Background: an optimization exercise with open tools, aiming at small area. Do not read the settings as production practice. At most, simulation tests tie the RTL to the original design; equivalence was not proved. Power and IR drop assume default switching activity.

Design channel_avg, start of the top module:
module channel_avg #(
  parameter NCH            = 16,
  parameter OUTCH_WIDTH    = 16,
  parameter INTERNAL_WIDTH = 32,
  parameter INDATA_WIDTH   = 256,
  parameter OUTDATA_WIDTH  = 256
) (
  input                          RESET,
  input                          CLK,
  input      [7:0]               CONFIG,
  input                          TRIG,
  input      [INDATA_WIDTH-1:0]  INDATA_Q,
  output reg                     OUTVALID,
  output     [OUTDATA_WIDTH-1:0] OUTDATA_Q
);
  localparam AW = 31;
  localparam TB = 19;
  reg trig_prev;
  reg trig_prev1;
  reg trig_prev2;
  wire trig_synced = (trig_prev2 == 1'b0) && (trig_prev1 == 1'b1);
  wire [3:0] avg_n = CONFIG[3:0];
  wire [3:0] sh   = avg_n;
  wire [3:0] sh_n = ~avg_n;
  reg  [15:0] j;
  wire [4:0]  cfg1 = {1'b0, CONFIG[7:4]} + 5'd1;
  wire [4:0]  cfg2 = {1'b0, CONFIG[7:4]} + 5'd2;
  wire [15:0] cfg1_w = {11'd0, cfg1};
  wire        wrap  = trig_synced ? cfg1_w[avg_n] : j[avg_n];
  wire [15:0] j_inc = j + 16'd1;
  wire [15:0] j_nxt = wrap ? 16'd1 : (trig_synced ? {11'd0, cfg2} : j_inc);
  wire trig_synced_nxt = trig_prev & ~trig_prev1;
  wire load_nxt = trig_synced_nxt ? (CONFIG[7:4] == 4'd0)
                                  : (wrap | (~trig_synced & (j == 16'd0)));
  reg  load;
  genvar g, b;
  generate
    for (g = 0; g < NCH; g = g + 1) begin : ch
      wire [15:0]   x = INDATA_Q[16*g +: 16];
      wire          sg = x[15];
      reg  [AW-1:0] acc;
      wire [AW-1:0] a = acc & {AW{~load}};
      wire [AW-1:0] s;
      wire [TB:1]   c;
      ca_fbit0 ub (.a(a[0]), .x(x[0]), .s(s[0]), .co(c[1]));
      for (b = 1; b < TB; b = b + 1) begin : lo
  ...
Size in the first run: ~3400 cells after synthesis, roughly 520 flip-flops, ~520 I/O pins, roughly 33000 um^2 of cells after synthesis.
==> flow/config.mk <==
export PLATFORM = sky130hd
export DESIGN_NAME = channel_avg
export DESIGN_NICKNAME = channel_avg
export VERILOG_FILES = /design/flow/design.v
export SDC_FILE = /design/flow/constraint.sdc
export NUM_CORES = 4
export LEC_CHECK = 0
export CAP_MARGIN = 20
export CORE_MARGIN = 2
export CORE_UTILIZATION = 60
export CTS_BUF_LIST = sky130_fd_sc_hd__clkbuf_4
export CTS_CLUSTER_DIAMETER = 50
export CTS_CLUSTER_SIZE = 8
export PLACE_DENSITY = 0.75
export SLEW_MARGIN = 20
export SYNTH_HIERARCHICAL = 1
==> flow/constraint.sdc <==
create_clock -name core_clock -period 10.0 [get_ports {CLK}]
set_input_delay 2.0000 -clock core_clock [delete_from_list [all_inputs] [get_ports {CLK}]]
set_output_delay 2.0000 -clock core_clock [all_outputs]
set_load 0.01 [all_outputs]
standard.sh (not shown) runs the stock make flow with config.mk's settings and CLKGATE_MAP_FILE= SYNTH_SCRIPT=/design/flow/synth_recipe.tcl, a recipe that flattens the netlist after the stock synthesis.
==> flow/flow/run.sh <==
#!/bin/bash
set -e
cp standard.sh standard_sh.copy.log
export BUFFER_PORTS_ARGS="-buffer_cell sky130_fd_sc_hd__buf_1"
bash standard.sh > standard.log 2>&1
The baseline ran to the end with no violations.
==> next run, changes <==
==> flow/flow/run.sh (replaced) <==
#!/bin/bash
set -e
export BUFFER_PORTS_ARGS="-buffer_cell sky130_fd_sc_hd__buf_1"
export CTS_ARGS="-sink_clustering_enable -repair_clock_nets -sink_clustering_size 8 -sink_clustering_max_diameter 50 -buf_list sky130_fd_sc_hd__clkbuf_4 -dont_use_dummy_load"
bash standard.sh > standard.log 2>&1
- CORE_UTILIZATION: 60 -> 50
- PLACE_DENSITY: 0.75 -> 0.7
What happened: Total power decreases by 0.69%; setup slack got worse by 59 ps; routed wire length increases by 2.3%; final area is about the same; maximum frequency decreases by 0.62%; die area increases by 20%; combinational power stays flat; count of clock-buffer cells in the layout decreases by 9; synthesized area does not change; global-route usage decreases by 5.0 points.
==> next run, changes <==
- CORE_UTILIZATION: 50 -> 65
- PLACE_DENSITY: 0.7 -> 0.8
- total power goes down by 0.32%
- die area goes down by 23%
- synthesized cell count stays the same
- global-route usage goes up by 7.4 points
- cell count goes down by 3.9%
==> next run, changes <==
==> flow/flow/run.sh (replaced) <==
#!/bin/bash
set -e
cp standard.sh standard_sh.copy.log
export BUFFER_PORTS_ARGS="-buffer_cell sky130_fd_sc_hd__buf_1"
bash standard.sh > standard.log 2>&1
- CORE_UTILIZATION: 65 -> 60
- CTS_CLUSTER_DIAMETER: 50 -> 45
- CTS_CLUSTER_SIZE: 8 -> 9
- PLACE_DENSITY: 0.8 -> 0.75
The changed run passed the timing, design-rule and antenna checks.
Count of clock-buffer cells in the layout rose by 14.
Via count fell slightly.
Synthesized cell count does not change.
Design area rose slightly.
Power rose by a few percent.
Core utilization fell by 4.7 points.
Combinational power is about the same.
Register-to-register slack is worse by 110 ps.
Routed wire length rose slightly.
Hold slack is better by 16 ps.
Worst setup slack is better by 27 ps.
==> next run, changes <==
- CORE_UTILIZATION: 60 -> 55
- CTS_CLUSTER_DIAMETER: 45 -> 50
- CTS_CLUSTER_SIZE: 9 -> 8
- PLACE_DENSITY: 0.75 -> 0.65
Outcome:
- setup slack degrades by 66 ps
- maximum frequency went down by 0.69%
- synthesized area stays the same
- total power went up by 1.5%
- non-clock buffer count fell by 1
- sequential share of layout area is lower by 0.17 points

---

channel_avg, a different RTL version from the one above (not shown whole).
Size in the first run: ~3500 cells after synthesis, ~520 I/O pins, about 33000 um^2 of cells after synthesis.
export LEC_CHECK = 0
export CAP_MARGIN = 20
export CORE_MARGIN = 2
export CORE_UTILIZATION = 40
export CTS_BUF_LIST = sky130_fd_sc_hd__clkbuf_4
export CTS_CLUSTER_DIAMETER = 60
export CTS_CLUSTER_SIZE = 10
export PLACE_DENSITY = 0.6
export SLEW_MARGIN = 20
export SYNTH_HIERARCHICAL = 1
create_clock -name core_clock -period 10.0 [get_ports {CLK}]
==> flow/flow/run.sh <==
#!/bin/bash
set -e
cp standard.sh standard_sh.copy.log
export BUFFER_PORTS_ARGS="-buffer_cell sky130_fd_sc_hd__buf_1"
bash standard.sh > standard.log 2>&1
==> next run, changes <==
CTS_BUF_LIST = default   (was sky130_fd_sc_hd__clkbuf_4)
CTS_CLUSTER_DIAMETER = default   (was 60)
CTS_CLUSTER_SIZE = default   (was 10)
=> The new run finished with timing, DRC and antenna clean. Routed wire length hardly moves. Sequential power is about the same. Clock-buffer cell count rises by 6. Global-route usage barely changes. Die area does not change.
==> next run, changes <==
CORE_UTILIZATION = 60   (was 40)
CTS_BUF_LIST = sky130_fd_sc_hd__clkbuf_4   (was default)
CTS_CLUSTER_DIAMETER = 50   (was default)
CTS_CLUSTER_SIZE = 8   (was default)
PLACE_DENSITY = 0.75   (was 0.6)
Outcome: The new run finished with timing, DRC and antenna clean. Die area went down by 33%. Non-clock buffer count does not change. Clock skew climbs by 17 ps. Setup slack improved by 120 ps. First-iteration DRC count goes up by 14%. Worst hold slack gets better by 45 ps. Synthesized cell count is unchanged. Wire length goes down by 6.0%. Fmax grows by 1.3%.
==> next run, changes <==
CORE_UTILIZATION = 40   (was 60)
CTS_BUF_LIST = sky130_fd_sc_hd__clkbuf_8   (was sky130_fd_sc_hd__clkbuf_4)
CTS_CLUSTER_DIAMETER = 80   (was 50)
CTS_CLUSTER_SIZE = 18   (was 8)
PLACE_DENSITY = 0.6   (was 0.75)
=> The new run completed with no timing, DRC or antenna violations; cell area came out higher by 1.4%; synthesized cell count does not change; fmax stays flat.
==> next run, changes <==
CTS_BUF_LIST = sky130_fd_sc_hd__clkbuf_4   (was sky130_fd_sc_hd__clkbuf_8)
CTS_CLUSTER_DIAMETER = 50   (was 80)
CTS_CLUSTER_SIZE = 8   (was 18)
Routed wire length climbs by 0.63%. Final area grows by 0.40%. Register-to-register slack is about the same. Non-clock buffer count stays the same. Cell count goes up by 1.3%. Fmax goes up by 1.4%.
Function was not checked in any run of this note: the RTL went through the layout flow alone.

---

lagoon:
RTL: one of the versions met above, not the one the previous note started from.
Size: roughly 520 I/O pins.
Settings: LEC_CHECK=0, CAP_MARGIN=5, CORE_MARGIN=2, CORE_UTILIZATION=60, CTS_BUF_LIST=sky130_fd_sc_hd__clkbuf_4, CTS_CLUSTER_DIAMETER=50, CTS_CLUSTER_SIZE=8, PLACE_DENSITY=0.75, SLEW_MARGIN=5, SYNTH_HIERARCHICAL=1; clock period 10.0 ns.
Scripts as last shown in full above: flow/flow/run.sh
> inputs changed (lagoon -> indigo)
Settings: CTS_CLUSTER_SIZE: 8 -> 10; CAP_MARGIN: 5 -> 20; CTS_CLUSTER_DIAMETER: 50 -> 45; SLEW_MARGIN: 5 -> 20.
==> flow/flow/run.sh <==
#!/bin/bash
set -e
export BUFFER_PORTS_ARGS="-buffer_cell sky130_fd_sc_hd__buf_1"
export CTS_ARGS="-sink_clustering_enable -repair_clock_nets -sink_clustering_size 10 -sink_clustering_max_diameter 45 -buf_list sky130_fd_sc_hd__clkbuf_4 -dont_use_dummy_load"
bash standard.sh > standard.log 2>&1
Notes after the runs:
- In indigo, the total power after layout came out about 1.2% below the value in lagoon.
- Count of vias placed by the detailed router: lagoon vs indigo — no meaningful difference
- Summary of indigo over lagoon: share of total power in combinational logic +0.6 points, portion of total power attributed to the clock network -1.2 points, fraction of area in non-clock buffers ~0 delta.
- Status: wire length parity (lagoon, indigo)
- Looking at beginning of the critical path, the INDATA_Q[128] result is from lagoon; the INDATA_Q[32] one comes from indigo.
Modified inputs, willow compared to indigo
Settings: a change of CTS_CLUSTER_SIZE from 10 to 8; a change of CTS_CLUSTER_DIAMETER from 45 to 50.
==> flow/flow/run.sh <==
#!/bin/bash
set -e
export BUFFER_PORTS_ARGS="-buffer_cell sky130_fd_sc_hd__buf_1"
export CTS_ARGS="-sink_clustering_enable -repair_clock_nets -sink_clustering_size 8 -sink_clustering_max_diameter 50 -buf_list sky130_fd_sc_hd__clkbuf_4 -dont_use_dummy_load"
bash standard.sh > standard.log 2>&1
==> comparison <==
Compared indigo against willow; switching share of total power within noise. Summary of willow over indigo: via count was more or less identical, total power was more or less identical, design internal power held, global-route usage did not really move, number of filler cells placed in the layout ~0 delta. Sequential share of layout area: indigo vs willow, no meaningful difference. Comparing proportion of power drawn by the clock network for willow and indigo, the smaller number came from indigo.

---

The RTL this note starts from:
==> flow/design.v <==
`timescale 1ns / 1ps
module channel_avg #(
  parameter NCH            = 16,
  parameter OUTCH_WIDTH    = 16,
  parameter INTERNAL_WIDTH = 32,
  parameter INDATA_WIDTH   = 256,
  parameter OUTDATA_WIDTH  = 256
) (
  input                          RESET,
  input                          CLK,
  input      [7:0]               CONFIG,
  input                          TRIG,
  input      [INDATA_WIDTH-1:0]  INDATA_Q,
  output reg                     OUTVALID,
  output     [OUTDATA_WIDTH-1:0] OUTDATA_Q
);
  localparam AW = 31;
  localparam TB = 19;
  reg trig_prev;
  reg trig_prev1;
  reg trig_prev2;
  wire trig_synced = (trig_prev2 == 1'b0) && (trig_prev1 == 1'b1);
  wire [3:0] avg_n = CONFIG[3:0];
  wire [3:0] sh   = avg_n;
  wire [3:0] sh_n = ~avg_n;
  reg  [15:0] j;
  wire [4:0]  cfg1 = {1'b0, CONFIG[7:4]} + 5'd1;
  wire [4:0]  cfg2 = {1'b0, CONFIG[7:4]} + 5'd2;
  wire [15:0] cfg1_w = {11'd0, cfg1};
  wire        wrap  = trig_synced ? cfg1_w[avg_n] : j[avg_n];
  wire [15:0] j_inc = j + 16'd1;
  wire [15:0] j_nxt = wrap ? 16'd1 : (trig_synced ? {11'd0, cfg2} : j_inc);
  wire trig_synced_nxt = trig_prev & ~trig_prev1;
  wire load_nxt = trig_synced_nxt ? (CONFIG[7:4] == 4'd0)
                                  : (wrap | (~trig_synced & (j == 16'd0)));
  reg  load;
  genvar g, b;
  generate
    for (g = 0; g < NCH; g = g + 1) begin : ch
      wire [15:0]   x = INDATA_Q[16*g +: 16];
      wire          sg = x[15];
      reg  [AW-1:0] acc;
      wire [AW-1:0] a = acc & {AW{~load}};
      wire [AW-1:0] s;
      wire [TB:1]   c;
      ca_fbit0 ub (.a(a[0]), .x(x[0]), .s(s[0]), .co(c[1]));
      for (b = 1; b < TB; b = b + 1) begin : lo
        ca_fbit u (.a(a[b]), .x((b < 16) ? x[b] : sg), .ci(c[b]), .s(s[b]), .co(c[b+1]));
      end
      wire          e = c[TB] ^ sg;
      wire          e_n = ~e;
      wire [AW-1:TB+1] p;
      ca_hfirst uh (.a(a[TB]), .sg(sg), .e(e), .s(s[TB]), .p_out(p[TB+1]));
      for (b = TB + 1; b < AW - 1; b = b + 1) begin : hi
        if ((b - TB) % 2 == 1) begin : odd
          ca_hodd u (.a(a[b]), .sg(sg), .e(e), .p_in(p[b]), .s(s[b]), .p_out(p[b+1]));
        end else begin : even
          ca_heven u (.a(a[b]), .sg(sg), .e_n(e_n), .p_in_n(p[b]), .s(s[b]), .p_out(p[b+1]));
        end
      end
      if ((AW - 1 - TB) % 2 == 1) begin : last_odd
        ca_hlast_odd ul (.a(a[AW-1]), .e(e), .p_in(p[AW-1]), .s(s[AW-1]));
      end else begin : last_even
        ca_hlast_even ul (.a(a[AW-1]), .e_n(e_n), .p_in_n(p[AW-1]), .s(s[AW-1]));
      end
      always @(posedge CLK) acc <= s;
      wire [22:0] u3;
      wire [18:0] u2;
      wire [16:0] u1;
      wire [15:0] u0;
      for (b = 0; b < 23; b = b + 1) begin : m3
        ca_sel u (.sn(sh_n[3]), .hi(acc[b+8]), .s(sh[3]), .lo(acc[b]), .y(u3[b]));
      end
      for (b = 0; b < 19; b = b + 1) begin : m2
        ca_sel u (.sn(sh_n[2]), .hi(u3[b+4]), .s(sh[2]), .lo(u3[b]), .y(u2[b]));
      end
      for (b = 0; b < 17; b = b + 1) begin : m1
        ca_sel u (.sn(sh_n[1]), .hi(u2[b+2]), .s(sh[1]), .lo(u2[b]), .y(u1[b]));
      end
      for (b = 0; b < 16; b = b + 1) begin : m0
        ca_sel u (.sn(sh_n[0]), .hi(u1[b+1]), .s(sh[0]), .lo(u1[b]), .y(u0[b]));
      end
      assign OUTDATA_Q[OUTCH_WIDTH*g +: OUTCH_WIDTH] = u0;
    end
  endgenerate
  always @(posedge CLK or posedge RESET) begin
    if (RESET) begin
      trig_prev  <= 1'b0;
      trig_prev1 <= 1'b0;
      trig_prev2 <= 1'b0;
    end else begin
      trig_prev  <= TRIG;
      trig_prev1 <= trig_prev;
      trig_prev2 <= trig_prev1;
    end
  end
  always @(posedge CLK or posedge RESET) begin
    if (RESET) begin
      OUTVALID <= 1'b0;
      j        <= 16'd0;
      load     <= 1'b0;
    end else begin
      OUTVALID <= wrap;
      j        <= j_nxt;
      load     <= load_nxt;
    end
  end
endmodule
module ca_fbit (input a, input x, input ci, output s, output co);
  assign s  = a ^ x ^ ci;
  assign co = (a & x) | (ci & (a ^ x));
endmodule
module ca_fbit0 (input a, input x, output s, output co);
  assign s  = a ^ x;
  assign co = a & x;
endmodule
module ca_hfirst (input a, input sg, input e, output s, output p_out);
  assign p_out = a ^ sg;
  assign s     = a ^ e;
endmodule
module ca_hodd (input a, input sg, input e, input p_in, output s, output p_out);
  assign p_out = ~(p_in & (a ^ sg));
  assign s     = a ^ (e & p_in);
endmodule
module ca_heven (input a, input sg, input e_n, input p_in_n, output s, output p_out);
  assign p_out = ~(p_in_n | ~(a ^ sg));
  assign s     = a ^ ~(e_n | p_in_n);
endmodule
module ca_hlast_odd (input a, input e, input p_in, output s);
  assign s = a ^ (e & p_in);
endmodule
module ca_hlast_even (input a, input e_n, input p_in_n, output s);
  assign s = a ^ ~(e_n | p_in_n);
endmodule
module ca_sel (input sn, input hi, input s, input lo, output y);
  assign y = ~((sn | hi) & (s | lo));
endmodule
export LEC_CHECK = 0
export CAP_MARGIN = 5
export CORE_MARGIN = 2
export CORE_UTILIZATION = 60
export CTS_BUF_LIST = sky130_fd_sc_hd__clkbuf_4
export CTS_CLUSTER_DIAMETER = 50
export CTS_CLUSTER_SIZE = 8
export GPL_TIMING_DRIVEN = 0
export PLACE_DENSITY = 0.75
export SLEW_MARGIN = 5
export SYNTH_HIERARCHICAL = 1
create_clock -name core_clock -period 10.0 [get_ports {CLK}]
==> flow/flow/run.sh <==
#!/bin/bash
set -e
cp standard.sh standard_sh.copy.log
export BUFFER_PORTS_ARGS="-buffer_cell sky130_fd_sc_hd__buf_1"
bash standard.sh > standard.log 2>&1
The first run completed with no timing, DRC or antenna violations.
Rerun with:
CAP_MARGIN = 20   (was 5)
CTS_BUF_LIST = sky130_fd_sc_hd__clkbuf_4 sky130_fd_sc_hd__clkbuf_8   (was sky130_fd_sc_hd__clkbuf_4)
CTS_CLUSTER_SIZE = 10   (was 8)
GPL_TIMING_DRIVEN = default   (was 0)
SLEW_MARGIN = 20   (was 5)
=> The changed run completed with no timing, DRC or antenna violations. Sequential power hardly moves. Via count shrinks by about 0.7%. Design area shrinks by about 0.44%.

==> separate check: timing with driven ports <==
No port has a modelled driver above. Below, the same layouts with a new extraction and two added sets of constraints. Step 1 assumes that a clkbuf_16 drives the clock port and a buf_2 every other input. Step 2 moves the port delays by t, midway between the first and last clock arrival at a register: inputs arrive t later, outputs are due t later. That takes back most of the time a late clock gives input paths. a / b / c = ideal ports / drivers / drivers and shift; a / b = the first two.
run | t (ns) | setup WS [ns] | worst hold slack (ns)
the first run of note 1 | 0.907 | 0.617 / 0.657 / -0.249 | 0.406 / 0.406 / 0.406
the second run of note 1 | 0.883 | 0.558 / 0.590 / -0.293 | 0.385 / 0.385 / 0.385
the third run of note 1 | 0.893 | 0.549 / 0.569 / -0.324 | 0.389 / 0.389 / 0.389
the fourth run of note 1 | 0.896 | 0.576 / 0.604 / -0.292 | 0.406 / 0.406 / 0.406
the fifth run of note 1 | 0.916 | 0.510 / 0.493 / -0.423 | 0.391 / 0.391 / 0.391
the first run of note 2 | 0.916 | 1.052 / 1.052 / 0.182 | 0.391 / 0.391 / 0.391
the second run of note 2 | 0.651 | 0.755 / 0.800 / 0.149 | 0.374 / 0.374 / 0.374
the third run of note 2 | 0.899 | 0.872 / 0.908 / 0.009 | 0.418 / 0.418 / 0.418
the fourth run of note 2 | 0.711 | 0.865 / 0.896 / 0.185 | 0.385 / 0.385 / 0.385
the fifth run of note 2 | 0.906 | 0.991 / 1.032 / 0.126 | 0.390 / 0.390 / 0.390
lagoon | 0.901 | 0.606 / 0.646 / -0.254 | 0.406 / 0.406 / 0.406
indigo | 0.865 | 0.537 / 0.563 / -0.302 | 0.347 / 0.347 / 0.347
willow | 0.889 | 0.584 / 0.622 / -0.267 | 0.355 / 0.355 / 0.355
the first run of note 4 | 0.893 | 0.262 / 0.275 / -0.611 | 0.407 / 0.407 / 0.407
the second run of note 4 | 0.711 | 0.390 / 0.433 / -0.278 | 0.391 / 0.391 / 0.391
With both steps, setup timing fails in 10 of these runs, where it was met with ideal ports. The setup slack of the fifth run of note 1, which loses most, moves by -0.017 ns with the drivers and by -0.933 ns with both steps.
